What follows belongs to an exercise in optimizing a design on an open flow for small area and a short achievable clock period; a production flow would make more cautious choices.
Only simulation tests tie the RTL to the original design; equivalence was not proved.

==> flow/design.v <==
module pe (
    input                    clk,
    input                    load,
    input                    nload,
    input  signed [7:0]      a,
    input         [11:0]      b,
    output reg signed [16:0] acc
);
    wire p3;
    wire p6;
    wire p9;
    wire p12;
    wire p15;
    wire p18;
    wire p21;
    wire p24;
    wire p27;
    wire p30;
    wire p33;
    wire p36;
    wire p39;
    wire p42;
    wire p45;
    wire p48;
    wire p51;
    wire p54;
    wire p57;
    wire p60;
    wire p63;
    wire p66;
    wire p69;
    wire p72;
    wire p75;
    wire p78;
    wire p81;
    wire p84;
    wire p87;
    wire p90;
    wire p93;
    wire p96;
    wire p99;
    wire p102;
    wire p105;
    wire p108;
    wire s111;
    wire c112;
    wire s115;
    wire c116;
    wire s119;
    wire c120;
    wire s123;
    wire c124;
    wire s127;
    wire c128;
    wire s131;
    wire c132;
    wire s135;
    wire c136;
    wire s139;
    wire c140;
    wire s143;
    wire c144;
    wire s147;
    wire c148;
    wire s151;
    wire c152;
    wire s155;
    wire c156;
    wire s159;
    wire c160;
    wire s163;
    wire c164;
    wire s167;
    wire c168;
    wire s171;
    wire c172;
    wire s175;
    wire c176;
    wire s179;
    wire c180;
    wire s183;
    wire c184;
    wire s187;
    wire c188;
    wire s191;
    wire c192;
    wire s195;
    wire c196;
    wire s199;
    wire c200;
    wire s203;
    wire c204;
    wire s207;
    wire c208;
    wire s211;
    wire c212;
    wire s215;
    wire c216;
    wire s219;
    wire c220;
    wire s223;
    wire c224;
    wire s227;
    wire c228;
    wire s231;
    wire c232;
    wire s235;
    wire c236;
    wire s239;
    wire c240;
    wire s243;
    wire c244;
    wire s247;
    wire c248;
    wire s251;
    wire c252;
    reg q0_0;
    reg q0_1;
    reg q1_1;
    reg q0_2;
    reg q1_2;
    reg q0_3;
    reg q1_3;
    reg q0_4;
    reg q1_4;
    reg q0_5;
    reg q1_5;
    reg q0_6;
    reg q1_6;
    reg q0_7;
    reg q1_7;
    reg q0_8;
    reg q1_8;
    reg q0_9;
    reg q1_9;
    reg q0_10;
    reg q1_10;
    reg q0_11;
    reg q1_11;
    reg q0_12;
    reg q1_12;
    reg q0_13;
    reg q1_13;
    reg q0_14;
    assign p3 = (b[0] & a[0]) ^ b[8];
    assign p6 = ((b[0] & a[1]) | (b[4] & a[0])) ^ b[8];
    assign p9 = ((b[0] & a[2]) | (b[4] & a[1])) ^ b[8];
    assign p12 = ((b[0] & a[3]) | (b[4] & a[2])) ^ b[8];
    assign p15 = ((b[0] & a[4]) | (b[4] & a[3])) ^ b[8];
    assign p18 = ((b[0] & a[5]) | (b[4] & a[4])) ^ b[8];
    assign p21 = ((b[0] & a[6]) | (b[4] & a[5])) ^ b[8];
    assign p24 = ((b[0] & a[7]) | (b[4] & a[6])) ^ b[8];
    assign p27 = ~(((b[0] & a[7]) | (b[4] & a[7])) ^ b[8]);
    assign p30 = (b[1] & a[0]) ^ b[9];
    assign p33 = ((b[1] & a[1]) | (b[5] & a[0])) ^ b[9];
    assign p36 = ((b[1] & a[2]) | (b[5] & a[1])) ^ b[9];
    assign p39 = ((b[1] & a[3]) | (b[5] & a[2])) ^ b[9];
    assign p42 = ((b[1] & a[4]) | (b[5] & a[3])) ^ b[9];
    assign p45 = ((b[1] & a[5]) | (b[5] & a[4])) ^ b[9];
    assign p48 = ((b[1] & a[6]) | (b[5] & a[5])) ^ b[9];
    assign p51 = ((b[1] & a[7]) | (b[5] & a[6])) ^ b[9];
    assign p54 = ~(((b[1] & a[7]) | (b[5] & a[7])) ^ b[9]);
    assign p57 = (b[2] & a[0]) ^ b[10];
    assign p60 = ((b[2] & a[1]) | (b[6] & a[0])) ^ b[10];
    assign p63 = ((b[2] & a[2]) | (b[6] & a[1])) ^ b[10];
    assign p66 = ((b[2] & a[3]) | (b[6] & a[2])) ^ b[10];
    assign p69 = ((b[2] & a[4]) | (b[6] & a[3])) ^ b[10];
    assign p72 = ((b[2] & a[5]) | (b[6] & a[4])) ^ b[10];
    assign p75 = ((b[2] & a[6]) | (b[6] & a[5])) ^ b[10];
    assign p78 = ((b[2] & a[7]) | (b[6] & a[6])) ^ b[10];
    assign p81 = ~(((b[2] & a[7]) | (b[6] & a[7])) ^ b[10]);
    assign p84 = (b[3] & a[0]) ^ b[11];
    assign p87 = ((b[3] & a[1]) | (b[7] & a[0])) ^ b[11];
    assign p90 = ((b[3] & a[2]) | (b[7] & a[1])) ^ b[11];
    assign p93 = ((b[3] & a[3]) | (b[7] & a[2])) ^ b[11];
    assign p96 = ((b[3] & a[4]) | (b[7] & a[3])) ^ b[11];
    assign p99 = ((b[3] & a[5]) | (b[7] & a[4])) ^ b[11];
    assign p102 = ((b[3] & a[6]) | (b[7] & a[5])) ^ b[11];
    assign p105 = ((b[3] & a[7]) | (b[7] & a[6])) ^ b[11];
    assign p108 = ~(((b[3] & a[7]) | (b[7] & a[7])) ^ b[11]);
    assign s111 = p3 ^ b[8];
    assign c112 = p3 & b[8];
    assign s115 = b[11] ^ p21;
    assign c116 = b[11] & p21;
    assign s119 = p24 ^ p45;
    assign c120 = p24 & p45;
    assign s123 = p27 ^ p48;
    assign c124 = p27 & p48;
    assign s127 = b[10] ^ p15;
    assign c128 = b[10] & p15;
    assign s131 = p18 ^ p39;
    assign c132 = p18 & p39;
    assign s135 = p42 ^ p63 ^ p84;
    assign c136 = (p42 & p63) | (p42 & p84) | (p63 & p84);
    assign s139 = p66 ^ p87 ^ s119;
    assign c140 = (p66 & p87) | (p66 & s119) | (p87 & s119);
    assign s143 = p69 ^ p90 ^ s123;
    assign c144 = (p69 & p90) | (p69 & s123) | (p90 & s123);
    assign s147 = p51 ^ p72 ^ p93;
    assign c148 = (p51 & p72) | (p51 & p93) | (p72 & p93);
    assign s151 = p54 ^ p75;
    assign c152 = p54 & p75;
    assign s155 = b[9] ^ p9;
    assign c156 = b[9] & p9;
    assign s159 = p12 ^ p33;
    assign c160 = p12 & p33;
    assign s163 = p36 ^ p57 ^ s127;
    assign c164 = (p36 & p57) | (p36 & s127) | (p57 & s127);
    assign s167 = p60 ^ s131 ^ c128;
    assign c168 = (p60 & s131) | (p60 & c128) | (s131 & c128);
    assign s171 = s115 ^ c132 ^ s135;
    assign c172 = (s115 & c132) | (s115 & s135) | (c132 & s135);
    assign s175 = c116 ^ c136 ^ s139;
    assign c176 = (c116 & c136) | (c116 & s139) | (c136 & s139);
    assign s179 = c120 ^ s143 ^ c140;
    assign c180 = (c120 & s143) | (c120 & c140) | (s143 & c140);
    assign s183 = c124 ^ s147 ^ c144;
    assign c184 = (c124 & s147) | (c124 & c144) | (s147 & c144);
    assign s187 = p96 ^ s151 ^ c148;
    assign c188 = (p96 & s151) | (p96 & c148) | (s151 & c148);
    assign s191 = p78 ^ p99 ^ c152;
    assign c192 = (p78 & p99) | (p78 & c152) | (p99 & c152);
    assign s195 = p81 ^ p102;
    assign c196 = p81 & p102;
    assign s199 = acc[1] ^ (q0_1);
    assign c200 = acc[1] & (q0_1);
    assign s203 = acc[2] ^ (q0_2) ^ (q1_2);
    assign c204 = (acc[2] & (q0_2)) | (acc[2] & (q1_2)) | ((q0_2) & (q1_2));
    assign s207 = acc[3] ^ (q0_3) ^ (q1_3);
    assign c208 = (acc[3] & (q0_3)) | (acc[3] & (q1_3)) | ((q0_3) & (q1_3));
    assign s211 = acc[4] ^ (q0_4) ^ (q1_4);
    assign c212 = (acc[4] & (q0_4)) | (acc[4] & (q1_4)) | ((q0_4) & (q1_4));
    assign s215 = acc[5] ^ (q0_5) ^ (q1_5);
    assign c216 = (acc[5] & (q0_5)) | (acc[5] & (q1_5)) | ((q0_5) & (q1_5));
    assign s219 = acc[6] ^ (q0_6) ^ (q1_6);
    assign c220 = (acc[6] & (q0_6)) | (acc[6] & (q1_6)) | ((q0_6) & (q1_6));
    assign s223 = acc[7] ^ (q0_7) ^ (q1_7);
    assign c224 = (acc[7] & (q0_7)) | (acc[7] & (q1_7)) | ((q0_7) & (q1_7));
    assign s227 = acc[8] ^ (q0_8) ^ (q1_8);
    assign c228 = (acc[8] & (q0_8)) | (acc[8] & (q1_8)) | ((q0_8) & (q1_8));
    assign s231 = acc[9] ^ (q0_9) ^ (q1_9);
    assign c232 = (acc[9] & (q0_9)) | (acc[9] & (q1_9)) | ((q0_9) & (q1_9));
    assign s235 = acc[10] ^ (q0_10) ^ (q1_10);
    assign c236 = (acc[10] & (q0_10)) | (acc[10] & (q1_10)) | ((q0_10) & (q1_10));
    assign s239 = acc[11] ^ (q0_11) ^ (q1_11);
    assign c240 = (acc[11] & (q0_11)) | (acc[11] & (q1_11)) | ((q0_11) & (q1_11));
    assign s243 = acc[12] ^ (q0_12) ^ (q1_12);
    assign c244 = (acc[12] & (q0_12)) | (acc[12] & (q1_12)) | ((q0_12) & (q1_12));
    assign s247 = acc[13] ^ (q0_13) ^ (q1_13);
    assign c248 = (acc[13] & (q0_13)) | (acc[13] & (q1_13)) | ((q0_13) & (q1_13));
    assign s251 = acc[14] ^ (q0_14);
    assign c252 = acc[14] & (q0_14);
    always @(posedge clk) begin
        q0_0 <= s111;
        q0_1 <= p6;
        q1_1 <= c112;
        q0_2 <= p30;
        q1_2 <= s155;
        q0_3 <= s159;
        q1_3 <= c156;
        q0_4 <= s163;
        q1_4 <= c160;
        q0_5 <= s167;
        q1_5 <= c164;
        q0_6 <= s171;
        q1_6 <= c168;
        q0_7 <= s175;
        q1_7 <= c172;
        q0_8 <= s179;
        q1_8 <= c176;
        q0_9 <= s183;
        q1_9 <= c180;
        q0_10 <= s187;
        q1_10 <= c184;
        q0_11 <= s191;
        q1_11 <= c188;
        q0_12 <= s195;
        q1_12 <= c192;
        q0_13 <= p105;
        q1_13 <= c196;
        q0_14 <= p108;
    end
    wire [16:0] r0 = {acc[16], acc[15], s251, s247, s243, s239, s235, s231, s227, s223, s219, s215, s211, s207, s203, (q1_1), acc[0]};
    wire [16:0] r1 = {1'b0, c252, c248, c244, c240, c236, c232, c228, c224, c220, c216, c212, c208, c204, c200, s199, (q0_0)};
    wire [16:0] sum = r0 + r1;
    always @(posedge clk) begin
        acc[0] <= ~load & sum[0];
        acc[1] <= ~load & sum[1];
        acc[2] <= ~load & sum[2];
        acc[3] <= ~load & sum[3];
        acc[4] <= ~load & sum[4];
        acc[5] <= ~load & sum[5];
        acc[6] <= ~load & sum[6];
        acc[7] <= ~load & sum[7];
        acc[8] <= ~nload | sum[8];
        acc[9] <= ~load & sum[9];
        acc[10] <= ~load & sum[10];
        acc[11] <= ~load & sum[11];
        acc[12] <= ~load & sum[12];
        acc[13] <= ~load & sum[13];
        acc[14] <= ~load & sum[14];
        acc[15] <= ~load & sum[15];
        acc[16] <= ~nload | sum[16];
    end
endmodule
module matrix_mul_sa_pipe #(
    parameter DW = 8
)(
    input                    clk,
    input                    rst_n,
    input                    start,
    input  signed [DW-1:0]   x_1, x_2, x_3, y_1, y_2, y_3,
    output                   p11_v, p1221_v, p132231_v, p3223_v, p33_v,
    output signed [2*DW:0]   p_1_1, p_1_2, p_1_3, p_2_1, p_2_2, p_2_3, p_3_1, p_3_2, p_3_3
);
    reg [1:0] ph;
    reg       run;
    reg       v0, v1, v2;
    always @(posedge clk or negedge rst_n) begin
        if (!rst_n) begin
            ph  <= 2'd0;
            run <= 1'b0;
            v0  <= 1'b0;
            v1  <= 1'b0;
            v2  <= 1'b0;
        end else begin
            ph  <= ph + {1'b0, start};
            run <= run | (start & (ph == 2'd3));
            v0  <= start & run & (ph == 2'd0);
            v1  <= start & run & (ph == 2'd1);
            v2  <= start & run & (ph == 2'd2);
        end
    end
    assign p11_v     = v0;
    assign p1221_v   = v1;
    assign p132231_v = v2;
    assign p3223_v   = v2;
    assign p33_v     = v2;
    reg signed [DW-1:0] x1d1, x1d2, x1d3, x2d1, x2d2, x3d1;
    reg        [11:0] y1d1, y1d2, y1d3, y2d1, y2d2, y3d1;
    wire [11:0] ye1 = {y_1[7], y_1[5], y_1[3], y_1[1], ((y_1[7] ^ y_1[6]) & ~(y_1[6] ^ y_1[5])), ((y_1[5] ^ y_1[4]) & ~(y_1[4] ^ y_1[3])), ((y_1[3] ^ y_1[2]) & ~(y_1[2] ^ y_1[1])), (y_1[1] & ~y_1[0]), (y_1[6] ^ y_1[5]), (y_1[4] ^ y_1[3]), (y_1[2] ^ y_1[1]), y_1[0]};
    wire [11:0] ye2 = {y_2[7], y_2[5], y_2[3], y_2[1], ((y_2[7] ^ y_2[6]) & ~(y_2[6] ^ y_2[5])), ((y_2[5] ^ y_2[4]) & ~(y_2[4] ^ y_2[3])), ((y_2[3] ^ y_2[2]) & ~(y_2[2] ^ y_2[1])), (y_2[1] & ~y_2[0]), (y_2[6] ^ y_2[5]), (y_2[4] ^ y_2[3]), (y_2[2] ^ y_2[1]), y_2[0]};
    wire [11:0] ye3 = {y_3[7], y_3[5], y_3[3], y_3[1], ((y_3[7] ^ y_3[6]) & ~(y_3[6] ^ y_3[5])), ((y_3[5] ^ y_3[4]) & ~(y_3[4] ^ y_3[3])), ((y_3[3] ^ y_3[2]) & ~(y_3[2] ^ y_3[1])), (y_3[1] & ~y_3[0]), (y_3[6] ^ y_3[5]), (y_3[4] ^ y_3[3]), (y_3[2] ^ y_3[1]), y_3[0]};
    always @(posedge clk) begin
        x1d1 <= x_1; x1d2 <= x1d1; x1d3 <= x1d2;
        x2d1 <= x_2; x2d2 <= x2d1;
        x3d1 <= x_3;
        y1d1 <= ye1; y1d2 <= y1d1; y1d3 <= y1d2;
        y2d1 <= ye2; y2d2 <= y2d1;
        y3d1 <= ye3;
    end
    wire [1:0] ph_nx = ph + {1'b0, start};
    reg ld1, ld2, ld3, nld1, nld2, nld3;
    always @(posedge clk) begin
        ld1  <= (ph_nx == 2'd1);
        ld2  <= (ph_nx == 2'd2);
        ld3  <= (ph_nx == 2'd3);
        nld1 <= (ph_nx != 2'd1);
        nld2 <= (ph_nx != 2'd2);
        nld3 <= (ph_nx != 2'd3);
    end
    pe pe_11 (.clk(clk), .load(ld1), .nload(nld1), .a(x1d1), .b(y1d1), .acc(p_1_1));
    pe pe_12 (.clk(clk), .load(ld2), .nload(nld2), .a(x1d2), .b(y2d1), .acc(p_1_2));
    pe pe_13 (.clk(clk), .load(ld3), .nload(nld3), .a(x1d3), .b(y3d1), .acc(p_1_3));
    pe pe_21 (.clk(clk), .load(ld2), .nload(nld2), .a(x2d1), .b(y1d2), .acc(p_2_1));
    pe pe_22 (.clk(clk), .load(ld3), .nload(nld3), .a(x2d2), .b(y2d2), .acc(p_2_2));
    pe pe_23 (.clk(clk), .load(ld3), .nload(nld3), .a(x2d2), .b(y3d1), .acc(p_2_3));
    pe pe_31 (.clk(clk), .load(ld3), .nload(nld3), .a(x3d1), .b(y1d3), .acc(p_3_1));
    pe pe_32 (.clk(clk), .load(ld3), .nload(nld3), .a(x3d1), .b(y2d2), .acc(p_3_2));
    pe pe_33 (.clk(clk), .load(ld3), .nload(nld3), .a(x3d1), .b(y3d1), .acc(p_3_3));
endmodule
==> flow/flow/run.sh <==
#!/bin/bash
# Layout flow: the standard synthesis, then the synthesized netlist is
# replaced by the gate-level netlist that flow/gen.py builds for the same RTL
# (same registers, names and cell types, taken from the standard synthesis),
# then the standard flow from floorplan to finish. Port buffers use
# buf_1. Falls back to the standard flow if the netlist cannot be built.
set -u
R=orfs/results/sky130hd/matrix_mul_sa_pipe/base
export BUFFER_PORTS_ARGS="-buffer_cell sky130_fd_sc_hd__buf_1"
if bash standard.sh synth > synth.log 2>&1 \
   && cp $R/1_2_yosys.v std_synth.v \
   && python3 flow/gen.py net std_synth.v gen_netlist.v > gen.log 2>&1; then
    cp gen_netlist.v $R/1_2_yosys.v
    rm -f $R/1_synth.odb $R/1_synth.sdc
    echo "using generated netlist" > flow_choice.log
else
    echo "generated netlist failed; standard flow" > flow_choice.log
fi
bash standard.sh > layout.log 2>&1
==> flow/flow/gen.py <==
#!/usr/bin/env python3
"""Generator for the 3x3 streaming matrix multiplier.

  python3 gen.py rtl OUTDIR            write OUTDIR/pe.v and OUTDIR/matrix_mul_sa_pipe.v
  python3 gen.py net STD.v OUT.v       write a gate-level sky130hd netlist of the same
                                       design to OUT.v, taking register instance names
                                       and cell types from the standard synthesis STD.v

The RTL and the netlist come from one description, so they match at every
register: the netlist only chooses cells and signal polarities.

Each PE(i,j) is a two-stage multiply-accumulate unit. Stage 1 forms the
Baugh-Wooley partial products of a*b and reduces them with a Dadda tree of
full/half adders to T1 rows, which are registered (some bits inverted).
Stage 2 adds those rows to base = load ? 3K : acc, with K the Baugh-Wooley
constant, so three products after a load acc holds their exact sum.
"""
import re
import sys

W = 17                      # accumulator width
T1 = 2                      # rows left after stage 1
PREFIX = "hc"                # carry-propagate adder: "ks" Kogge-Stone, "sk" Sklansky,
                             # "hc" Han-Carlson
MULT = "booth"              # "bw" Baugh-Wooley array, "booth" radix-4 Booth on b
if MULT == "bw":
    K = (1 << 16) + (1 << 15) + (1 << 8)          # a*b = tree + K (mod 2^17)
else:
    K = -((1 << 8) + (1 << 10) + (1 << 12) + (1 << 14))
K3 = (3 * K) % (1 << W)
BW = 12 if MULT == "booth" else 8                 # width of a stored b operand

# rough delays (ns) used only to order adder inputs
D_FA, D_HA, D_INV, D_G = 0.42, 0.25, 0.05, 0.12


# ----------------------------------------------------------------------------
# logical signals carry an RTL expression name and, in the netlist, a literal
# (net, pol): the net holds the value when pol == 0 and its complement when 1.
class Sig:
    def __init__(self, rtl, net, pol, t):
        self.rtl, self.net, self.pol, self.t = rtl, net, pol, t


class Builder:
    def __init__(self, prefix):
        self.prefix = prefix
        self.rtl = []          # RTL assigns
        self.rtl_wires = []
        self.cells = []        # (type, {pin: net})
        self.nets = []
        self.n = 0
        self.invs = {}

    def wire(self, kind):
        self.n += 1
        return f"{kind}{self.n}"

    def net(self):
        self.n += 1
        name = f"{self.prefix}n{self.n}"
        self.nets.append(name)
        return name

    def cell(self, typ, **pins):
        self.cells.append((typ, pins))

    def lit(self, s, pol):
        """net carrying s's value xor pol"""
        if s.pol == pol:
            return s.net
        if s.net not in self.invs:
            y = self.net()
            self.cell("inv_1", A=s.net, Y=y)
            self.invs[s.net] = y
        return self.invs[s.net]

    def rtl_assign(self, expr, kind="w"):
        name = self.wire(kind)
        self.rtl_wires.append(name)
        self.rtl.append(f"    assign {name} = {expr};")
        return name

    # --- adders on logical signals
    def fa(self, x, y, z):
        pols = [x.pol, y.pol, z.pol]
        p = 1 if sum(pols) >= 2 else 0
        t = max(s.t + (D_INV if s.pol != p else 0) for s in (x, y, z))
        a, b, c = (self.lit(s, p) for s in (x, y, z))
        so, co = self.net(), self.net()
        self.cell("fa_1", A=a, B=b, CIN=c, SUM=so, COUT=co)
        rs = self.rtl_assign(f"{x.rtl} ^ {y.rtl} ^ {z.rtl}", "s")
        rc = self.rtl_assign(f"({x.rtl} & {y.rtl}) | ({x.rtl} & {z.rtl}) | ({y.rtl} & {z.rtl})", "c")
        return Sig(rs, so, p, t + D_FA), Sig(rc, co, p, t + D_FA)

    def ha(self, x, y):
        t = max(x.t, y.t)
        so, co = self.net(), self.net()
        if x.pol == 0 and y.pol == 0:
            self.cell("ha_1", A=x.net, B=y.net, SUM=so, COUT=co)
            t += D_HA
        elif x.pol == 1 and y.pol == 1:
            self.cell("xnor2_1", A=x.net, B=y.net, Y=so)       # ~(~x ^ ~y) = ~(x ^ y)
            self.cell("or2_1", A=x.net, B=y.net, X=co)         # ~x | ~y = ~(x & y)
            t += D_G + 0.05
            rs = self.rtl_assign(f"{x.rtl} ^ {y.rtl}", "s")
            rc = self.rtl_assign(f"{x.rtl} & {y.rtl}", "c")
            return Sig(rs, so, 1, t), Sig(rc, co, 1, t)
        else:
            if x.pol == 1:
                x, y = y, x                                     # x true, y inverted
            self.cell("xnor2_1", A=x.net, B=y.net, Y=so)       # ~(x ^ ~y) = x ^ y
            self.cell("nor2b_1", A=y.net, B_N=x.net, Y=co)     # ~(~y) & x = x & y
            t += D_G + 0.05
        rs = self.rtl_assign(f"{x.rtl} ^ {y.rtl}", "s")
        rc = self.rtl_assign(f"{x.rtl} & {y.rtl}", "c")
        return Sig(rs, so, 0, t), Sig(rc, co, 0, t)

    def reduce(self, cols, final):
        """Dadda reduction of columns of Sig to at most `final` bits each."""
        ncol = len(cols)
        d = [2]
        while d[-1] < max(len(x) for x in cols):
            d.append(d[-1] * 3 // 2)
        targets = [t for t in reversed(d[:-1]) if t >= final]
        for target in targets:
            new_cols = [[] for _ in range(ncol)]
            carries = [[] for _ in range(ncol + 1)]
            for c in range(ncol):
                bits = sorted(cols[c], key=lambda s: s.t)
                h = len(bits) + len(carries[c])
                out = []
                while h > target:
                    if h - target >= 2 and len(bits) >= 3:
                        # earliest bit plus the two next best matching its polarity
                        first = bits[0]
                        rest = bits[1:]
                        rest.sort(key=lambda s: (s.t + (D_INV if s.pol != first.pol else 0)))
                        grp = [first] + rest[:2]
                        for g in grp:
                            bits.remove(g)
                        s, cy = self.fa(*grp)
                        h -= 2
                    elif len(bits) >= 2:
                        s, cy = self.ha(bits.pop(0), bits.pop(0))
                        h -= 1
                    else:
                        break
                    out.append(s)
                    if c + 1 < ncol:
                        carries[c + 1].append(cy)
                new_cols[c] = bits + out + carries[c]
            cols = new_cols
        return cols


# ----------------------------------------------------------------------------
def build_pe(prefix, a_nets, b_nets, ld_net, nld_net, acc_nets, regnames):
    """Build one PE. Returns (builder, rtl_regs, q_info, acc_d_nets).

    a_nets/b_nets: nets of operand bits (true polarity); acc_nets: Q nets of
    the accumulator flip-flops; regnames: callable giving register nets."""
    B = Builder(prefix)
    cols = [[] for _ in range(W)]
    if MULT == "bw":
        # stage 1: partial products, all carried inverted
        for i in range(8):
            for j in range(8):
                y = B.net()
                if (i == 7) != (j == 7):
                    B.cell("and2_1", A=a_nets[i], B=b_nets[j], X=y)
                    r = B.rtl_assign(f"~(a[{i}] & b[{j}])", "p")
                else:
                    B.cell("nand2_1", A=a_nets[i], B=b_nets[j], Y=y)
                    r = B.rtl_assign(f"a[{i}] & b[{j}]", "p")
                cols[i + j].append(Sig(r, y, 1, D_G))
    else:
        # radix-4 Booth: b arrives encoded as one[k] = b[k], two[k] = b[4+k],
        # neg[k] = b[8+k]; row k = (sel ^ neg) with sel = one & a[j] | two & a[j-1],
        # its top bit inverted (sign extension folded into K), plus neg at 2k
        for k in range(4):
            one, two, neg = b_nets[k], b_nets[4 + k], b_nets[8 + k]
            ro, rt, rn = f"b[{k}]", f"b[{4 + k}]", f"b[{8 + k}]"
            for j in range(9):
                ns = B.net()
                aj = a_nets[min(j, 7)]
                raj = f"a[{min(j, 7)}]"
                if j == 0:
                    B.cell("nand2_1", A=one, B=aj, Y=ns)
                    rsel = f"({ro} & {raj})"
                else:
                    am = a_nets[j - 1]
                    B.cell("a22oi_1", A1=one, A2=aj, B1=two, B2=am, Y=ns)
                    rsel = f"(({ro} & {raj}) | ({rt} & a[{j - 1}]))"
                y = B.net()
                if j < 8:
                    # x = sel ^ neg = ~(nsel ^ neg)
                    B.cell("xnor2_1", A=ns, B=neg, Y=y)
                    r = B.rtl_assign(f"{rsel} ^ {rn}", "p")
                else:
                    # the top bit enters inverted: ~x = nsel ^ neg
                    B.cell("xor2_1", A=ns, B=neg, X=y)
                    r = B.rtl_assign(f"~({rsel} ^ {rn})", "p")
                cols[2 * k + j].append(Sig(r, y, 0, D_G + 0.2))
            cols[2 * k].append(Sig(rn, neg, 0, 0.0))
        # column 0 holds x[0][0] and neg[0]; add them here so that no stage-1
        # register is a plain copy of an operand bit
        s0, c0 = B.ha(cols[0][0], cols[0][1])
        cols[0] = [s0]
        cols[1].append(c0)
    cols = B.reduce(cols, T1)
    # registered rows: register q{k}_{c} holds the row bit, inverted when its
    # literal is inverted (so the flip-flop needs no inverter)
    qregs = []       # (regname, rtl expr for D, d_net, pol)
    qsigs = [[] for _ in range(W)]
    for c in range(W):
        assert len(cols[c]) <= T1
        for k, s in enumerate(cols[c]):
            name = f"q{k}_{c}"
            expr = f"~{s.rtl}" if s.pol else s.rtl
            qnet = regnames(name)
            qregs.append((name, expr, s.net))
            qsigs[c].append(Sig(f"({'~' if s.pol else ''}{name})", qnet, s.pol, 0.0))
    # stage 2: base, nand2/nor2 give base inverted
    cols2 = [[] for _ in range(W)]
    for c in range(W):
        cols2[c].append(Sig(f"acc[{c}]", acc_nets[c], 0, 0.0))
        cols2[c].extend(qsigs[c])
    cols2 = B.reduce(cols2, 2)
    # carry-propagate adder: Sklansky prefix with polarity tracking
    g, p, h = [], [], []
    for c in range(W):
        bits = cols2[c]
        if len(bits) == 2:
            u, v = bits
            # generate g = u & v, propagate p = u | v (prefix), half sum h = u ^ v
            gn, pn, hn = B.net(), B.net(), B.net()
            if u.pol == 0 and v.pol == 0:
                B.cell("nand2_1", A=u.net, B=v.net, Y=gn)
                gs = Sig(None, gn, 1, 0)
                B.cell("nor2_1", A=u.net, B=v.net, Y=pn)
                ps = Sig(None, pn, 1, 0)
                B.cell("xor2_1", A=u.net, B=v.net, X=hn)
                hs = Sig(None, hn, 0, 0)
            elif u.pol == 1 and v.pol == 1:
                B.cell("nor2_1", A=u.net, B=v.net, Y=gn)
                gs = Sig(None, gn, 0, 0)
                B.cell("nand2_1", A=u.net, B=v.net, Y=pn)
                ps = Sig(None, pn, 0, 0)
                B.cell("xor2_1", A=u.net, B=v.net, X=hn)
                hs = Sig(None, hn, 0, 0)
            else:
                if u.pol == 1:
                    u, v = v, u
                B.cell("nor2b_1", A=v.net, B_N=u.net, Y=gn)
                gs = Sig(None, gn, 0, 0)
                B.cell("nand2b_1", A_N=u.net, B=v.net, Y=pn)
                ps = Sig(None, pn, 0, 0)
                B.cell("xnor2_1", A=u.net, B=v.net, Y=hn)
                hs = Sig(None, hn, 0, 0)
            g.append(gs)
            p.append(ps)
            h.append(hs)
        elif len(bits) == 1:
            g.append(None)
            p.append(bits[0])
            h.append(bits[0])
        else:
            g.append(None)
            p.append(None)
            h.append(None)
    # rtl for stage 2 result rows
    r0 = [cols2[c][0].rtl if len(cols2[c]) > 0 else "1'b0" for c in range(W)]
    r1 = [cols2[c][1].rtl if len(cols2[c]) > 1 else "1'b0" for c in range(W)]

    def combine(hi, lo):
        """(G,P) of hi range combined with lower range lo; None means 0 for G."""
        Gh, Ph = hi
        Gl, Pl = lo
        if Gl is None:
            G = Gh
        elif Ph is None:
            G = Gh
        elif Gh is None:
            # G = Ph & Gl
            G = and_sig(B, Ph, Gl)
        else:
            G = aoi_sig(B, Gh, Ph, Gl)
        if Ph is None or Pl is None:
            P = None
        else:
            P = and_sig(B, Ph, Pl)
        return (G, P)

    # prefix over bits 0..W-2 (carries into bits 1..W-1)
    n = W - 1
    node = [(g[i], p[i]) for i in range(n)]
    lvl = 1
    while lvl < n:
        new = list(node)
        for i in range(n):
            if PREFIX == "sk" and (i // lvl) % 2 == 1:
                new[i] = combine(node[i], node[(i // lvl) * lvl - 1])
            elif PREFIX == "ks" and i >= lvl:
                new[i] = combine(node[i], node[i - lvl])
            elif PREFIX == "hc" and i % 2 == 1 and i >= lvl:
                new[i] = combine(node[i], node[i - lvl])
        node = new
        lvl *= 2
    if PREFIX == "hc":
        # Han-Carlson: odd bits went through Kogge-Stone; even bits take one more level
        for i in range(2, n, 2):
            node[i] = combine(node[i], node[i - 1])
    carry = [None] + [node[i][0] for i in range(n)]
    # acc D = clr ? K3 : sum; ns = ~sum bit, then nor2(clr, ns) = ~clr & sum
    # or nand2(nclr, ns) = clr | sum
    acc_d = []
    for c in range(W):
        hs, cs = h[c], carry[c]
        if hs is None and cs is None:
            raise RuntimeError("constant sum bit")
        if cs is None:
            ns = B.lit(hs, 1)
        elif hs is None:
            ns = B.lit(cs, 1)
        else:
            ns = B.net()
            if hs.pol == cs.pol:
                B.cell("xnor2_1", A=hs.net, B=cs.net, Y=ns)
            else:
                B.cell("xor2_1", A=hs.net, B=cs.net, X=ns)
        y = B.net()
        if (K3 >> c) & 1:
            B.cell("nand2_1", A=nld_net, B=ns, Y=y)
        else:
            B.cell("nor2_1", A=ld_net, B=ns, Y=y)
        acc_d.append(y)
    return B, qregs, r0, r1, acc_d


def and_sig(B, x, y):
    """x & y with polarity tracking."""
    o = B.net()
    if x.pol == 0 and y.pol == 0:
        B.cell("nand2_1", A=x.net, B=y.net, Y=o)
        return Sig(None, o, 1, 0)
    if x.pol == 1 and y.pol == 1:
        B.cell("nor2_1", A=x.net, B=y.net, Y=o)
        return Sig(None, o, 0, 0)
    if x.pol == 1:
        x, y = y, x
    # x true, y inverted: x & ~ny
    B.cell("nor2b_1", A=y.net, B_N=x.net, Y=o)
    return Sig(None, o, 0, 0)


def aoi_sig(B, gh, ph, gl):
    """gh | (ph & gl) with polarity tracking."""
    o = B.net()
    pols = [gh.pol, ph.pol, gl.pol]
    pol = 1 if sum(pols) >= 2 else 0
    a1, a2, b1 = B.lit(ph, pol), B.lit(gl, pol), B.lit(gh, pol)
    if pol == 0:
        B.cell("a21oi_1", A1=a1, A2=a2, B1=b1, Y=o)
        return Sig(None, o, 1, 0)
    # inputs inverted: ~G = ngh & (nph | ngl) -> G = o21ai
    B.cell("o21ai_1", A1=a1, A2=a2, B1=b1, Y=o)
    return Sig(None, o, 0, 0)


# ----------------------------------------------------------------------------
PES = [  # name, a operand reg, b operand reg, load strobe pair
    ("pe_11", "x1d1", "y1d1", "1"),
    ("pe_12", "x1d2", "y2d1", "2"),
    ("pe_13", "x1d3", "y3d1", "3"),
    ("pe_21", "x2d1", "y1d2", "2"),
    ("pe_22", "x2d2", "y2d2", "3"),
    ("pe_23", "x2d2", "y3d1", "3"),
    ("pe_31", "x3d1", "y1d3", "3"),
    ("pe_32", "x3d1", "y2d2", "3"),
    ("pe_33", "x3d1", "y3d1", "3"),
]
# load strobe pairs: (ld register, nld register, phase of ph_nx, nld reset kind)
STROBES = {
    "1": ("ld1", "nld1", 1, None),
    "2": ("ld2", "nld2", 2, None),
    "3": ("ld3", "nld3", 3, None),
}
OPREGS = [("x1d1", "x_1"), ("x1d2", "x1d1"), ("x1d3", "x1d2"),
          ("x2d1", "x_2"), ("x2d2", "x2d1"), ("x3d1", "x_3"),
          ("y1d1", "y_1"), ("y1d2", "y1d1"), ("y1d3", "y1d2"),
          ("y2d1", "y_2"), ("y2d2", "y2d1"), ("y3d1", "y_3")]


def pe_template():
    """Build the PE once with placeholder nets to get its RTL."""
    a = [f"a[{i}]" for i in range(8)]
    b = [f"b[{i}]" for i in range(BW)]
    acc = [f"acc[{i}]" for i in range(W)]
    return build_pe("t_", a, b, "load", "nload", acc, lambda q: q)


def write_rtl(outdir):
    B, qregs, r0, r1, _ = pe_template()
    o = []
    o.append("// Generated by gen/gen.py (see gen/README.md): two-stage signed 8x8")
    o.append("// multiply-accumulate unit. Stage 1 reduces the " + ("Baugh-Wooley" if MULT == "bw" else "radix-4 Booth") + " partial products")
    o.append(f"// of a*b with a Dadda tree to {T1} rows and registers them (bits marked ~ are")
    o.append("// stored inverted). Stage 2 adds the rows to acc, or sets acc to 3K when load")
    o.append("// (nload = ~load) is high, where K is the constant left out of stage 1, so")
    o.append("// three products after a load acc holds their exact sum (mod 2^17).")
    o.append("module pe (")
    o.append("    input                    clk,")
    o.append("    input                    load,")
    o.append("    input                    nload,")
    o.append("    input  signed [7:0]      a,")
    o.append(f"    input         [{BW - 1}:0]      b,")
    o.append("    output reg signed [16:0] acc")
    o.append(");")
    for w in B.rtl_wires:
        o.append(f"    wire {w};")
    for name, _, _ in qregs:
        o.append(f"    reg {name};")
    o.extend(B.rtl)
    o.append("    always @(posedge clk) begin")
    for name, expr, _ in qregs:
        o.append(f"        {name} <= {expr};")
    o.append("    end")
    o.append("    wire [16:0] r0 = {" + ", ".join(reversed(r0)) + "};")
    o.append("    wire [16:0] r1 = {" + ", ".join(reversed(r1)) + "};")
    o.append("    wire [16:0] sum = r0 + r1;")
    o.append("    always @(posedge clk) begin")
    for c in range(W):
        if (K3 >> c) & 1:
            o.append(f"        acc[{c}] <= ~nload | sum[{c}];")
        else:
            o.append(f"        acc[{c}] <= ~load & sum[{c}];")
    o.append("    end")
    o.append("endmodule")
    open(f"{outdir}/pe.v", "w").write("\n".join(o) + "\n")
    open(f"{outdir}/matrix_mul_sa_pipe.v", "w").write(top_rtl())


def booth_enc_exprs(y):
    """RTL expressions of the 12 stored Booth bits of port y: one[0..3],
    two[0..3], neg[0..3]."""
    one, two, nneg = [], [], []
    for k in range(4):
        if k == 0:
            one.append(f"{y}[0]")
            two.append(f"({y}[1] & ~{y}[0])")
        else:
            one.append(f"({y}[{2 * k}] ^ {y}[{2 * k - 1}])")
            two.append(f"(({y}[{2 * k + 1}] ^ {y}[{2 * k}]) & ~({y}[{2 * k}] ^ {y}[{2 * k - 1}]))")
        nneg.append(f"{y}[{2 * k + 1}]")
    return one + two + nneg


def top_rtl():
    t = TOP_RTL.replace("@BW1@", str(BW - 1))
    if MULT == "booth":
        enc = ["    // y operands are stored radix-4 Booth encoded: bits 3:0 one, 7:4 two,",
               "    // 11:8 sign of each digit"]
        for i in (1, 2, 3):
            ex = booth_enc_exprs(f"y_{i}")
            enc.append(f"    wire [11:0] ye{i} = {{" + ", ".join(reversed(ex)) + "};")
        t = t.replace("@YENC@", "\n".join(enc) + "\n")
        for i in (1, 2, 3):
            t = t.replace(f"@Y{i}@", f"ye{i}")
    else:
        t = t.replace("@YENC@", "")
        for i in (1, 2, 3):
            t = t.replace(f"@Y{i}@", f"y_{i}")
    return t


TOP_RTL = """// 3x3 matrix multiplier on a skewed stream, one matrix pair every 4 cycles.
module matrix_mul_sa_pipe #(
    parameter DW = 8
)(
    input                    clk,
    input                    rst_n,
    input                    start,
    input  signed [DW-1:0]   x_1, x_2, x_3, y_1, y_2, y_3,
    output                   p11_v, p1221_v, p132231_v, p3223_v, p33_v,
    output signed [2*DW:0]   p_1_1, p_1_2, p_1_3, p_2_1, p_2_2, p_2_3, p_3_1, p_3_2, p_3_3
);
    // window phase: ph = cycle mod 4 once start is high; run set from cycle 4;
    // results of window n are valid in cycles 4n+5, 4n+6, 4n+7
    reg [1:0] ph;
    reg       run;
    reg       v0, v1, v2;
    always @(posedge clk or negedge rst_n) begin
        if (!rst_n) begin
            ph  <= 2'd0;
            run <= 1'b0;
            v0  <= 1'b0;
            v1  <= 1'b0;
            v2  <= 1'b0;
        end else begin
            ph  <= ph + {1'b0, start};
            run <= run | (start & (ph == 2'd3));
            v0  <= start & run & (ph == 2'd0);
            v1  <= start & run & (ph == 2'd1);
            v2  <= start & run & (ph == 2'd2);
        end
    end
    assign p11_v     = v0;
    assign p1221_v   = v1;
    assign p132231_v = v2;
    assign p3223_v   = v2;
    assign p33_v     = v2;

    // operand delay lines (no reset: only values from the current stream are used)
    reg signed [DW-1:0] x1d1, x1d2, x1d3, x2d1, x2d2, x3d1;
    reg        [@BW1@:0] y1d1, y1d2, y1d3, y2d1, y2d2, y3d1;
@YENC@    always @(posedge clk) begin
        x1d1 <= x_1; x1d2 <= x1d1; x1d3 <= x1d2;
        x2d1 <= x_2; x2d2 <= x2d1;
        x3d1 <= x_3;
        y1d1 <= @Y1@; y1d2 <= y1d1; y1d3 <= y1d2;
        y2d1 <= @Y2@; y2d2 <= y2d1;
        y3d1 <= @Y3@;
    end

    // PE(i,j) accumulates in phases max(i,j) + 1 .. max(i,j) + 3; in phase
    // max(i,j), after its result was shown, it is set to its start value. The
    // load strobes (and their complements) are registered from the next phase.
    wire [1:0] ph_nx = ph + {1'b0, start};
    reg ld1, ld2, ld3, nld1, nld2, nld3;
    always @(posedge clk) begin
        ld1  <= (ph_nx == 2'd1);
        ld2  <= (ph_nx == 2'd2);
        ld3  <= (ph_nx == 2'd3);
        nld1 <= (ph_nx != 2'd1);
        nld2 <= (ph_nx != 2'd2);
        nld3 <= (ph_nx != 2'd3);
    end

    pe pe_11 (.clk(clk), .load(ld1), .nload(nld1), .a(x1d1), .b(y1d1), .acc(p_1_1));
    pe pe_12 (.clk(clk), .load(ld2), .nload(nld2), .a(x1d2), .b(y2d1), .acc(p_1_2));
    pe pe_13 (.clk(clk), .load(ld3), .nload(nld3), .a(x1d3), .b(y3d1), .acc(p_1_3));
    pe pe_21 (.clk(clk), .load(ld2), .nload(nld2), .a(x2d1), .b(y1d2), .acc(p_2_1));
    pe pe_22 (.clk(clk), .load(ld3), .nload(nld3), .a(x2d2), .b(y2d2), .acc(p_2_2));
    pe pe_23 (.clk(clk), .load(ld3), .nload(nld3), .a(x2d2), .b(y3d1), .acc(p_2_3));
    pe pe_31 (.clk(clk), .load(ld3), .nload(nld3), .a(x3d1), .b(y1d3), .acc(p_3_1));
    pe pe_32 (.clk(clk), .load(ld3), .nload(nld3), .a(x3d1), .b(y2d2), .acc(p_3_2));
    pe pe_33 (.clk(clk), .load(ld3), .nload(nld3), .a(x3d1), .b(y3d1), .acc(p_3_3));
endmodule
"""


# ----------------------------------------------------------------------------
PORT_NETS = {"p11_v", "p1221_v", "p132231_v", "p3223_v", "p33_v"}


def esc(name):
    return "\\" + name + " "


def write_net(std_path, out_path):
    # registers of the standard synthesis: base name -> (instance name, cell)
    std = {}
    for m in re.finditer(r"(sky130_fd_sc_hd__d\w+)\s+\\(\S+)\s*\(", open(std_path).read()):
        cell, inst = m.group(1), m.group(2)
        base = inst.split("$")[0]
        std[base] = (inst, cell)
    cells = []       # (type, inst, pins)
    nets = set()
    regs_used = {}

    def reg(base, d, q, reset=None):
        if base not in std:
            raise RuntimeError(f"register {base} not in standard synthesis")
        inst, cell = std[base]
        if reset is True:
            reset = "r"
        want = {None: "dfxtp", "r": "dfrtp", "s": "dfstp"}[reset]
        if not cell.startswith(f"sky130_fd_sc_hd__{want}"):
            raise RuntimeError(f"register {base} is {cell}, expected {want}")
        pins = {"CLK": "clk", "D": d, "Q": q}
        if reset == "r":
            pins["RESET_B"] = "rst_n"
        elif reset == "s":
            pins["SET_B"] = "rst_n"
        cells.append((cell[len("sky130_fd_sc_hd__"):], esc(inst), pins))
        regs_used[base] = True

    cnt = [0]

    def gate(typ, **pins):
        cnt[0] += 1
        cells.append((typ, f"_g{cnt[0]}_", pins))

    def net(name):
        nets.add(name)
        return name

    # operand registers
    opq = {}
    for r, src in OPREGS:
        opq[r] = [net(f"{r}_q{i}") for i in range(BW if r[0] == "y" else 8)]
    enc = {}
    if MULT == "booth":
        for yi in ("y_1", "y_2", "y_3"):
            e = [net(f"{yi}_e{i}") for i in range(12)]
            b = [f"{yi}[{i}]" for i in range(8)]
            for k in range(4):
                e[8 + k] = b[2 * k + 1]          # sign bits are stored as they come
                if k == 0:
                    e[0] = b[0]
                    gate("nor2b_1", A=b[0], B_N=b[1], Y=e[4])
                else:
                    x = net(f"{yi}_x{k}")
                    gate("xor2_1", A=b[2 * k], B=b[2 * k - 1], X=e[k])
                    gate("xnor2_1", A=b[2 * k + 1], B=b[2 * k], Y=x)
                    gate("nor2_1", A=e[k], B=x, Y=e[4 + k])
            enc[yi] = e
    for r, src in OPREGS:
        for i in range(len(opq[r])):
            if src in enc:
                d = enc[src][i]
            elif src.startswith(("x_", "y_")):
                d = f"{src}[{i}]"
            else:
                d = opq[src][i]
            reg(f"{r}[{i}]", d, opq[r][i])
    # control
    ph = [net("ph_q0"), net("ph_q1")]
    run, v0, v1 = net("run_q"), "p11_v", "p1221_v"
    v2 = "p132231_v"
    phd = [net("ph_d0"), net("ph_d1")]
    t0 = net("ph_t")
    gate("xor2_1", A="ph_q0", B="start", X=phd[0])
    gate("and2_1", A="ph_q0", B="start", X=t0)
    gate("xor2_1", A="ph_q1", B=t0, X=phd[1])
    reg("ph[0]", phd[0], ph[0], True)
    reg("ph[1]", phd[1], ph[1], True)
    rund = net("run_d")
    gate("a31o_1", A1="start", A2=ph[0], A3=ph[1], B1=run, X=rund)
    reg("run", rund, run, True)
    for v, vd, g in ((v0, "v0_d", None), (v1, "v1_d", None), (v2, "v2_d", None)):
        net(vd)
    gate("and4bb_1", A_N=ph[0], B_N=ph[1], C="start", D=run, X="v0_d")
    gate("and4b_1", A_N=ph[1], B=ph[0], C="start", D=run, X="v1_d")
    gate("and4b_1", A_N=ph[0], B=ph[1], C="start", D=run, X="v2_d")
    reg("v0", "v0_d", v0, True)
    reg("v1", "v1_d", v1, True)
    reg("v2", "v2_d", v2, True)
    gate("buf_1", A=v2, X="p3223_v")
    gate("buf_1", A=v2, X="p33_v")
    # ph_nx == 2, 3, 0 and complements
    for n_ in ("eq1", "ne1", "eq2", "ne2", "eq3", "ne3"):
        net(n_)
    gate("nor2b_1", A=phd[1], B_N=phd[0], Y="eq1")         # ph_nx == 1
    gate("nand2b_1", A_N=phd[1], B=phd[0], Y="ne1")
    gate("nor2b_1", A=phd[0], B_N=phd[1], Y="eq2")         # ph_nx == 2
    gate("nand2b_1", A_N=phd[0], B=phd[1], Y="ne2")
    gate("and2_1", A=phd[0], B=phd[1], X="eq3")            # ph_nx == 3
    gate("nand2_1", A=phd[0], B=phd[1], Y="ne3")
    ld, nld = {}, {}
    for key, (lr, nr, ph_, nk) in STROBES.items():
        ld[key] = net(f"{lr}_q")
        nld[key] = net(f"{nr}_q")
        if lr not in regs_used:
            reg(lr, f"eq{ph_}", ld[key])
        reg(nr, f"ne{ph_}", nld[key], nk)
    # PEs
    outname = {"pe_11": "p_1_1", "pe_12": "p_1_2", "pe_13": "p_1_3",
               "pe_21": "p_2_1", "pe_22": "p_2_2", "pe_23": "p_2_3",
               "pe_31": "p_3_1", "pe_32": "p_3_2", "pe_33": "p_3_3"}
    for name, ra, rb, grp in PES:
        acc = [f"{outname[name]}[{c}]" for c in range(W)]
        qnets = {}

        def regnames(q, name=name, qnets=qnets):
            qnets[q] = net(f"{name}_{q}")
            return qnets[q]
        B, qregs, _, _, acc_d = build_pe(f"{name}_", opq[ra], opq[rb], ld[grp], nld[grp], acc, regnames)
        for n_ in B.nets:
            nets.add(n_)
        for typ, pins in B.cells:
            cnt[0] += 1
            cells.append((typ, f"_g{cnt[0]}_", pins))
        for q, expr, dnet in qregs:
            reg(f"{name}.{q}", dnet, qnets[q])
        for c in range(W):
            reg(f"{name}.acc[{c}]", acc_d[c], acc[c])
    # drop gates whose outputs drive nothing (registers always stay)
    outs = ("X", "Y", "SUM", "COUT")
    while True:
        used = set()
        for typ, inst, pins in cells:
            for k, v in pins.items():
                if k not in outs and k != "Q":
                    used.add(v)
        keep = []
        for cell in cells:
            typ, inst, pins = cell
            o_ = [v for k, v in pins.items() if k in outs]
            if o_ and not typ.startswith("d") and not any(v in used or v in PORT_NETS or v.startswith("p_") for v in o_):
                continue
            keep.append(cell)
        if len(keep) == len(cells):
            break
        cells[:] = keep
    # size flip-flops by fanout (the drive strength may differ from synthesis)
    fo = {}
    for typ, inst, pins in cells:
        for k, v in pins.items():
            if k not in ("X", "Y", "Q", "SUM", "COUT"):
                fo[v] = fo.get(v, 0) + 1
    for idx, (typ, inst, pins) in enumerate(cells):
        if typ.startswith(("dfxtp", "dfrtp", "dfstp")):
            n_ = fo.get(pins["Q"], 0)
            if n_ > 20:
                cells[idx] = (typ[:5] + "_4", inst, pins)
            elif n_ > 10:
                cells[idx] = (typ[:5] + "_2", inst, pins)
    missing = set(std) - set(regs_used)
    if missing:
        raise RuntimeError(f"standard registers not built: {sorted(missing)[:5]}")
    # write
    o = []
    ports = ["clk", "rst_n", "start", "x_1", "x_2", "x_3", "y_1", "y_2", "y_3",
             "p11_v", "p1221_v", "p132231_v", "p3223_v", "p33_v"] + \
            [f"p_{i}_{j}" for i in (1, 2, 3) for j in (1, 2, 3)]
    o.append("module matrix_mul_sa_pipe(" + ", ".join(ports) + ");")
    for p_ in ("clk", "rst_n", "start"):
        o.append(f"  input {p_};")
    for p_ in ("x_1", "x_2", "x_3", "y_1", "y_2", "y_3"):
        o.append(f"  input [7:0] {p_};")
    for p_ in ("p11_v", "p1221_v", "p132231_v", "p3223_v", "p33_v"):
        o.append(f"  output {p_};")
    for i in (1, 2, 3):
        for j in (1, 2, 3):
            o.append(f"  output [16:0] p_{i}_{j};")
    for n_ in sorted(nets):
        o.append(f"  wire {n_};")
    for typ, inst, pins in cells:
        conns = ", ".join(f".{k}({v})" for k, v in pins.items())
        o.append(f"  sky130_fd_sc_hd__{typ} {inst}({conns});")
    o.append("endmodule")
    open(out_path, "w").write("\n".join(o) + "\n")
    from collections import Counter
    cc = Counter(t for t, _, _ in cells)
    sys.stderr.write("cells: " + ", ".join(f"{k} {v}" for k, v in sorted(cc.items())) + "\n")


if __name__ == "__main__":
    if sys.argv[1] == "rtl":
        write_rtl(sys.argv[2])
    elif sys.argv[1] == "net":
        write_net(sys.argv[2], sys.argv[3])
==> flow/standard.sh <==
#!/bin/bash
# synth_recipe.tcl (not shown) runs the flow's synth.tcl, then flattens the netlist and writes it again
# the make line also repeats each setting of config.mk as NAME=value (left out here)
make -C /OpenROAD-flow-scripts/flow DESIGN_CONFIG=/design/flow/config.mk WORK_HOME=/design/flow/orfs CLKGATE_MAP_FILE= SYNTH_SCRIPT=/design/flow/synth_recipe.tcl "${@:-finish}"
==> flow/config.mk <==
export PLATFORM = sky130hd
export DESIGN_NAME = matrix_mul_sa_pipe
export DESIGN_NICKNAME = matrix_mul_sa_pipe
export VERILOG_FILES = /design/flow/design.v
export SDC_FILE = /design/flow/constraint.sdc
export NUM_CORES = 4
export LEC_CHECK = 0
export CAP_MARGIN = 20
export CORE_MARGIN = 2
export CORE_UTILIZATION = 40
export CTS_BUF_LIST = sky130_fd_sc_hd__clkbuf_16
export CTS_CLUSTER_DIAMETER = 80
export CTS_CLUSTER_SIZE = 25
export PLACE_DENSITY = 0.7
export SETUP_SLACK_MARGIN = 3.2
export SLEW_MARGIN = 20
export TNS_END_PERCENT = 100
==> flow/constraint.sdc <==
create_clock -name core_clock -period 5.5 [get_ports {clk}]
set_input_delay 1.1000 -clock core_clock [delete_from_list [all_inputs] [get_ports {clk}]]
set_output_delay 1.1000 -clock core_clock [all_outputs]
set_load 0.01 [all_outputs]
==> results of run 1 <==
-- registers in the layout, summed over array words and instances (netlist names), 2 cells and up --
name / flops
pe_32.acc: 17
pe_23.acc: 17
pe_22.acc: 17
y1d3: 12
pe_33.acc: 17
x1d2: 8
y2d1: 12
x2d1: 8
x1d3: 8
y1d2: 12
pe_31.acc: 17
ph: 2
x3d1: 8
pe_11.acc: 17
y2d2: 12
y1d1: 12
x1d1: 8
pe_12.acc: 17
pe_21.acc: 17
pe_13.acc: 17
x2d2: 8
y3d1: 12
-- cell type report --
cell class	count	area share, %
diodes	1	0.007729
clock buffers	32	2.473
clock inverters	23	0.8270
inverters	45	0.5217
multi-input cells	2176	54.25
flip-flops and latches	537	34.46
well taps	940	3.633
repair buffers	228	3.830
-- worst max-delay path by stage --
stage | start | to | slack, ns | depth (start not counted)
CTS | pe_12.acc[6]$_DFF_P_ | p_1_2[6] | 3.14 | 1
floorplan | x3d1[7]$_DFF_P_ | pe_32.q0_8$_DFF_P_ | 3.34 | 5
detailed placement | y2d1[0]$_DFF_P_ | pe_12.q0_8$_DFF_P_ | 3.12 | 5
finish | pe_22.acc[12]$_DFF_P_ | p_2_2[12] | 3.25 | 1
global placement | y2d1[0]$_DFF_P_ | pe_12.q0_8$_DFF_P_ | 3.16 | 5
global route | pe_21.acc[5]$_DFF_P_ | pe_21.acc[13]$_DFF_P_ | 3.09 | 9
-- through the flow --
step / worst slack, ns / instances / hold WS (ns) / utilization [%]
2_1_floorplan: 3.344 / 2760 / 0.3582 / -
3_3_place_gp: 3.157 / 3907 / 0.4262 / 43.23
3_5_place_dp: 3.116 / 3907 / 0.4199 / 43.23
4_1_cts: 3.137 / 3964 / 0.3161 / 45.25
5_1_grt: 3.088 / 3981 / 0.3288 / 46.15
6_report: 3.251 / 3982 / 0.3382 / 46.15
-- worst reg2reg max path, stage by stage (launching register included) --
cell and delay, ns:
dfxtp_2 0.34, fa_1 0.54, nor2_1 0.16, o21ai_1 0.11
a21oi_1 0.30, o21ai_1 0.10, a21oi_1 0.24, o21ai_1 0.12
xnor2_1 0.15, nor2_1 0.06
-- repair_timing --
action	CTS	global route
gates resized for setup	235	171
cloned	0	0
pin swaps	0	6
endpoints found under the setup margin	152	158
setup buffers	2	17
-- layer usage --
metal  wire length, microns  part of all wire, %  vias to the layer above  GRT usage [%]
met2                  32970                   47                      617          30.44
met3                   5253                  7.5                       90          4.214
met5                     39                0.055                        -              0
met4                   1736                  2.5                        6          4.885
li1                       -                    -                     9852              -
met1                  30330                   43                     9824          24.66
==> impl_metrics.tcl, run 1 <==
set metrics [dict create \
    cp_cell_sequence "buf_2" \
    rows 97 \
    tritoncts "done" \
    cts_buffers 31 \
    cp_slowest_cell "dfxtp_2" \
    slowest_delay_ns 0.38 \
    drv_cap 0 \
    overflow 0 \
    clk_pin_slew_worst_paths_ns 0.09 \
    drive_above_1_share_pct 15.82 \
    min_path_type "in2async" \
    finalClockSkew_ns 0.01847 \
    crit_path_end_kind "output port" \
    multi_input_area_sq_um 17560 \
    crit_buf_inv 1 \
    mostFrequentLayoutCells "387 x xnor2_1, 366 x nor2_1, 329 x dfxtp_1, 288 x a22oi_1, 253 x nand2_1" \
    setup_viol 0 \
    report.final.slew_viol_count 0 \
    drc 0 \
    seq_area_sq_um 11160 \
    crit_family "flip-flops" \
    crit_required_ns 4.40 \
    cp_max_fo 2 \
    finalSetupTns_ns 0 \
    place_area_sq_um 30330 \
    grt_pass1_vias 20087 \
    layout.nets 3394 \
    dieArea_sq_um 73070 \
    rsz0062_at_grt "true" \
    cts_root_buf "clkbuf_16" \
    io_pins 209 \
    ctsHoldBuffers 0 \
    hold_viol_final 0 \
    fin_crit_sh_pct 40.90 \
    start_kind "register" \
    die_w_microns 270.3 \
    grt_max_degree 63 \
    routedWlPerCell_microns 17.66 \
    rr_worst_depth 9 \
    syn_area_sq_um 28370 \
    clk_path_buf_depth 3 \
    fmax_mhz 444.6 \
    viasPerCell 5.120 \
    critPathArrivalTime_ns 1.15 \
    dr.pass1.iters 5 \
    ys_warn_count 2 \
    final_area_sq_um 32380 \
    area_delta_synth_final_pct 14.12 \
    final_common_cell "xnor2_1" \
    drt_iter0_drc 1385 \
    clk_latency_ns 0.62 \
    htreeDepth 1 \
    portBuffers 208 \
    worst-setup-path-type "reg2out" \
    avgSynthCellArea_sq_um 10.28 \
    cts_sinks 537 \
    fin_crit_ns 2.249 \
    ant_nets 0 \
    reg2reg_slack_ns 3.27 \
    grt_pass1_wl_microns 109700 \
    fp.dieH_microns 270.3 \
    gp_congestion 0.8780 \
    antenna_found_initial 4 \
    r2r-end "pe_21.acc[13]$_DFF_P_" \
    synth_fp_nets 3135 \
    dpl.hpwl_microns 50590 \
    core_region_area_sq_um 70150 \
    vias 20389 \
    tightestPinTransition_ns 0.7727 \
    wl_microns 70330 \
    status "timing/DRC/antenna clean" \
    max_slew_margin_pct 48.48 \
    fillers 6645 \
    initial_core_util_pct 40.44 \
    grt_use_total_pct 18.56 \
    syn-instance-count 2760 \
    r2r_start "pe_21.acc[5]$_DFF_P_" \
]
==> inputs of run 2 (changes only) <==
--- a/flow/config.mk
+++ b/flow/config.mk
@@ -11,7 +11,6 @@
 export CTS_BUF_LIST = sky130_fd_sc_hd__clkbuf_16
 export CTS_CLUSTER_DIAMETER = 80
 export CTS_CLUSTER_SIZE = 25
-export PLACE_DENSITY = 0.7
 export SETUP_SLACK_MARGIN = 3.2
 export SLEW_MARGIN = 20
 export TNS_END_PERCENT = 100
==> impl_metrics.tcl, run 2 <==
set metrics [dict create \
    clk_pin_slew_worst_paths_ns 0.09 \
    cp_max_fo 3 \
    die_w_microns 270.3 \
    mostFrequentLayoutCells "387 x xnor2_1, 353 x nor2_1, 330 x dfxtp_1, 288 x a22oi_1, 253 x nand2_1" \
    syn_area_sq_um 28370 \
    initial_core_util_pct 40.44 \
    fp.dieH_microns 270.3 \
    clk_path_buf_depth 3 \
    report.final.slew_viol_count 0 \
    grt_pass1_wl_microns 110000 \
    slowest_delay_ns 0.41 \
    dpl.hpwl_microns 50600 \
    vias 19911 \
    dr.pass1.iters 5 \
    pre_cts_slack_ns 3.148 \
    start_kind "register" \
    worst-setup-path-type "reg2out" \
    drive_above_1_share_pct 15.49 \
    ys_warn_count 2 \
    max_slew_margin_pct 42.16 \
    portBuffers 208 \
    rows 97 \
    grt_max_degree 71 \
    fin_crit_ns 2.258 \
    status "timing/DRC/antenna clean" \
    place_inst 3907 \
    tritoncts "done" \
    crit_path_end_kind "output port" \
    finalClockSkew_ns 0.02489 \
    cts_buffers 31 \
    hold_viol_final 0 \
    dieArea_sq_um 73070 \
    grt_use_total_pct 18.65 \
    drv_cap 0 \
    syn-instance-count 2760 \
    ant_nets 0 \
    avgSynthCellArea_sq_um 10.28 \
    drt_iter0_drc 1109 \
    routedWlPerCell_microns 17.58 \
    post-route-util_pct 46.08 \
    crit_buf_inv 1 \
    setup_viol 0 \
    cp_cell_sequence "clkbuf_2" \
    fin_ws_ns 3.242 \
    insertedDiodeCount 0 \
    tightestPinTransition_ns 0.8676 \
    synth_fp_nets 3135 \
    crit_family "flip-flops" \
    critPathArrivalTime_ns 1.16 \
    cp_slowest_cell "dfrtp_1" \
    viasPerCell 5.003 \
    gp_congestion 0.8700 \
    htreeDepth 1 \
    io_pins 209 \
    overflow 0 \
    wl_microns 69970 \
    cts_sinks 537 \
    rsz0062_at_grt "true" \
    crit_required_ns 4.40 \
    grt_pass1_vias 19696 \
    layout.nets 3395 \
    final_common_cell "xnor2_1" \
    min_path_type "in2async" \
    clk_latency_ns 0.62 \
    core_region_area_sq_um 70150 \
    fin_crit_sh_pct 41.05 \
    area_delta_synth_final_pct 13.95 \
    drc 0 \
    fmax_mhz 443.0 \
    antenna_found_initial 3 \
    finalSetupTns_ns 0 \
    cts_root_buf "clkbuf_16" \
    final_cells 3980 \
]
-- run 2: area by class of cell --
type | count | area (sq um)
sequential | 537 | 11160
inverter | 45 | 168.9
clock inverter | 21 | 220.2
multi-input combinational | 2176 | 17590
timing repair buffer | 229 | 1214
clock buffer | 32 | 800.8
fill | 6781 | 37820
tap | 940 | 1176
-- run 2: metal layers --
metal	global-route usage, %	part of all wire [%]	up-vias
met4	5.089	2.5	6
met2	29.77	46	464
li1	-	-	9850
met3	2.400	4.8	82
met1	26.56	46	9509
met5	0	0.059	-
-- run 2: worst paths after layout --
kind,depth (start not counted),endpoint,from,slack (ns)
min reg2reg,1,pe_11.acc[16]$_DFF_P_,nld1$_DFF_P_,0.42
min in group core_clock,1,pe_11.acc[16]$_DFF_P_,nld1$_DFF_P_,0.42
max,1,p132231_v,v2$_DFF_PN0_,3.24
min,1,v0$_DFF_PN0_,rst_n,0.35
max in group asynchronous,1,v2$_DFF_PN0_,rst_n,4.90
max reg2reg,5,pe_21.q0_8$_DFF_P_,y1d2[5]$_DFF_P_,3.28
-- run 2: what timing repair did --
action                     in CTS  in global routing
hold buffers                    0                  0
setup buffers                   2                 18
hold endpoints to repair        0                  0
setup endpoints to repair     142                171
resized for setup             199                195
pin swaps                       0                  8
-- run 2: through the flow --
step	cell area (sq um)	hold WS, ns
global placement	30330	0.3927
finish	32330	0.3475
CTS	31650	0.3226
global route	32330	0.3532
floorplan	28370	0.3582
detailed placement	30330	0.3881
==> inputs of run 3 (changes only) <==
--- a/flow/flow/run.sh
+++ b/flow/flow/run.sh
@@ -3,10 +3,11 @@
 # replaced by the gate-level netlist that flow/gen.py builds for the same RTL
 # (same registers, names and cell types, taken from the standard synthesis),
 # then the standard flow from floorplan to finish. Port buffers use
-# buf_1. Falls back to the standard flow if the netlist cannot be built.
+# buf_1; clock tree synthesis runs without dummy loads. Falls back to the standard flow if the netlist cannot be built.
 set -u
 R=orfs/results/sky130hd/matrix_mul_sa_pipe/base
 export BUFFER_PORTS_ARGS="-buffer_cell sky130_fd_sc_hd__buf_1"
+export CTS_ARGS="-sink_clustering_enable -repair_clock_nets -sink_clustering_size 25 -sink_clustering_max_diameter 80 -buf_list sky130_fd_sc_hd__clkbuf_16 -dont_use_dummy_load"
 if bash standard.sh synth > synth.log 2>&1 \
    && cp $R/1_2_yosys.v std_synth.v \
    && python3 flow/gen.py net std_synth.v gen_netlist.v > gen.log 2>&1; then
==> impl_metrics.tcl, run 3 <==
set metrics [dict create \
    status "timing/DRC/antenna clean" \
    mostFrequentLayoutCells "387 x xnor2_1, 354 x nor2_1, 347 x dfxtp_1, 288 x a22oi_1, 253 x nand2_1" \
    fin_crit_ns 2.251 \
    crit_path_end_kind "output port" \
    synth_fp_nets 3135 \
    layout.nets 3397 \
    fillers 6801 \
    start_kind "register" \
    cts_buffers 31 \
    syn_area_sq_um 28370 \
    wl_microns 69780 \
    drv_cap 0 \
    grt_pass1_vias 19687 \
    core_region_area_sq_um 70150 \
    tightestPinTransition_ns 0.8505 \
    grt_pass1_wl_microns 110000 \
    drive_above_1_share_pct 14.21 \
    r2r-end "pe_21.q0_7$_DFF_P_" \
    fmax_mhz 444.3 \
    drt_iter0_drc 1046 \
    drc 0 \
    grt_max_degree 71 \
    clk_pin_slew_worst_paths_ns 0.10 \
    antenna_found_initial 3 \
    seq_area_sq_um 11120 \
    critPathArrivalTime_ns 1.15 \
    hold_viol_final 0 \
    crit_family "flip-flops" \
    initial_core_util_pct 40.44 \
    die_w_microns 270.3 \
    post-route-util_pct 45.66 \
    routedWlPerCell_microns 17.61 \
    max_slew_margin_pct 43.30 \
    viasPerCell 5.033 \
    multi_input_area_sq_um 17590 \
    grt_use_total_pct 18.68 \
    crit_required_ns 4.40 \
    ys_warn_count 2 \
    r2r_start "x2d1[6]$_DFF_P_" \
    io_pins 209 \
    crit_buf_inv 1 \
    fp.dieH_microns 270.3 \
    rows 97 \
    cts_root_buf "clkbuf_16" \
    portBuffers 208 \
    worst-setup-path-type "reg2out" \
    cp_max_fo 2 \
    gp_congestion 0.8700 \
    finalSetupTns_ns 0 \
    min_path_type "in2async" \
    finalClockSkew_ns 0.04079 \
    rr_worst_depth 5 \
    final_common_cell "xnor2_1" \
    dieArea_sq_um 73070 \
    syn-instance-count 2760 \
    cts_sinks 537 \
    dr.pass1.iters 5 \
    dpl.hpwl_microns 50600 \
    setup_viol 0 \
    report.final.slew_viol_count 0 \
    overflow 0 \
    clk_path_buf_depth 3 \
    final_cells 3962 \
    hold_ws_ns 0.3741 \
    cp_slowest_cell "dfxtp_4" \
    cp_cell_sequence "buf_2" \
    avgSynthCellArea_sq_um 10.28 \
    rsz0062_at_grt "true" \
    place_inst 3907 \
    tritoncts "done" \
    reg2reg_slack_ns 3.26 \
    slowest_delay_ns 0.39 \
    htreeDepth 1 \
    fin_crit_sh_pct 40.92 \
    clk_latency_ns 0.61 \
    ant_nets 0 \
    vias 19940 \
    area_delta_synth_final_pct 12.90 \
]
## run 3: layout make-up
| cell class | count | area share [%] |
|---|---|---|
| clock buffers | 31 | 2.422 |
| diodes | 2 | 0.01563 |
| well taps | 940 | 3.672 |
| flip-flops and latches | 537 | 34.71 |
| multi-input cells | 2176 | 54.92 |
| repair buffers | 231 | 3.727 |
| inverters | 45 | 0.5274 |
## run 3: layer usage
metal  vias to the layer above  track usage, %  routed length (microns)  share of wire, %
li1                       9829               -                        -                 -
met1                      9529           26.47                    32370                46
met4                         4           5.031                     1771               2.5
met5                         -               0                       24             0.034
met3                        84           2.436                     3488               5.0
met2                       494           29.98                    32120                46
## run 3: repair_timing
action | in CTS | in global routing
gates cloned | 0 | 0
hold buffers | 0 | 0
setup buffers | 5 | 17
resized for setup | 168 | 183
pin swaps | 0 | 6
endpoints found under the setup margin | 126 | 161
## run 3: per-stage QoR
step | area, sq um | setup WS, ns
finish | 32030 | 3.249
global route | 32020 | 3.106
CTS | 31390 | 3.157
detailed placement | 30330 | 3.148
global placement | 30330 | 3.172
floorplan | 28370 | 3.344
## run 3: worst max-delay path by stage
stage / endpoint / cells after the start / slack, ns / start
detailed placement: pe_32.q0_8$_DFF_P_ / 5 / 3.15 / x3d1[7]$_DFF_P_
global placement: pe_12.q0_8$_DFF_P_ / 5 / 3.17 / y2d1[0]$_DFF_P_
global route: pe_33.acc[15]$_DFF_P_ / 9 / 3.11 / pe_33.acc[4]$_DFF_P_
finish: p_1_2[11] / 1 / 3.25 / pe_12.acc[11]$_DFF_P_
floorplan: pe_32.q0_8$_DFF_P_ / 5 / 3.34 / x3d1[7]$_DFF_P_
CTS: p_1_2[7] / 1 / 3.16 / pe_12.acc[7]$_DFF_P_

==> what the ideal ports hide <==
Ports are ideal in the flow. The routed layouts listed here were re-timed in OpenROAD.
Step 1 (the two cells are an assumption about what drives the block):
set clk [get_ports {clk}]
set_driving_cell -lib_cell sky130_fd_sc_hd__clkbuf_16 $clk
set_driving_cell -lib_cell sky130_fd_sc_hd__buf_2 [delete_from_list [all_inputs] $clk]
Step 2, shift: input delay + t, output delay - t, t = (earliest + latest rising clock arrival at the registers) / 2. This alone moves slack from input paths to output paths.
Three values: no drivers, after step 1, after step 2; two values: the first two.
run | t, ns | setup slack, ns | worst setup path at the end | slew at the worst register clock pin (ns) | cell pins on the clock port's net
run 1 | 0.676 | 3.251 / 3.190 / 3.269 | register to register | 0.10 / 0.10 | 1
run 2 | 0.667 | 3.242 / 3.184 / 3.280 | register to register | 0.10 / 0.10 | 1
run 3 | 0.653 | 3.249 / 3.191 / 3.263 | register to register | 0.10 / 0.10 | 1
After both steps every run listed still meets setup and hold.
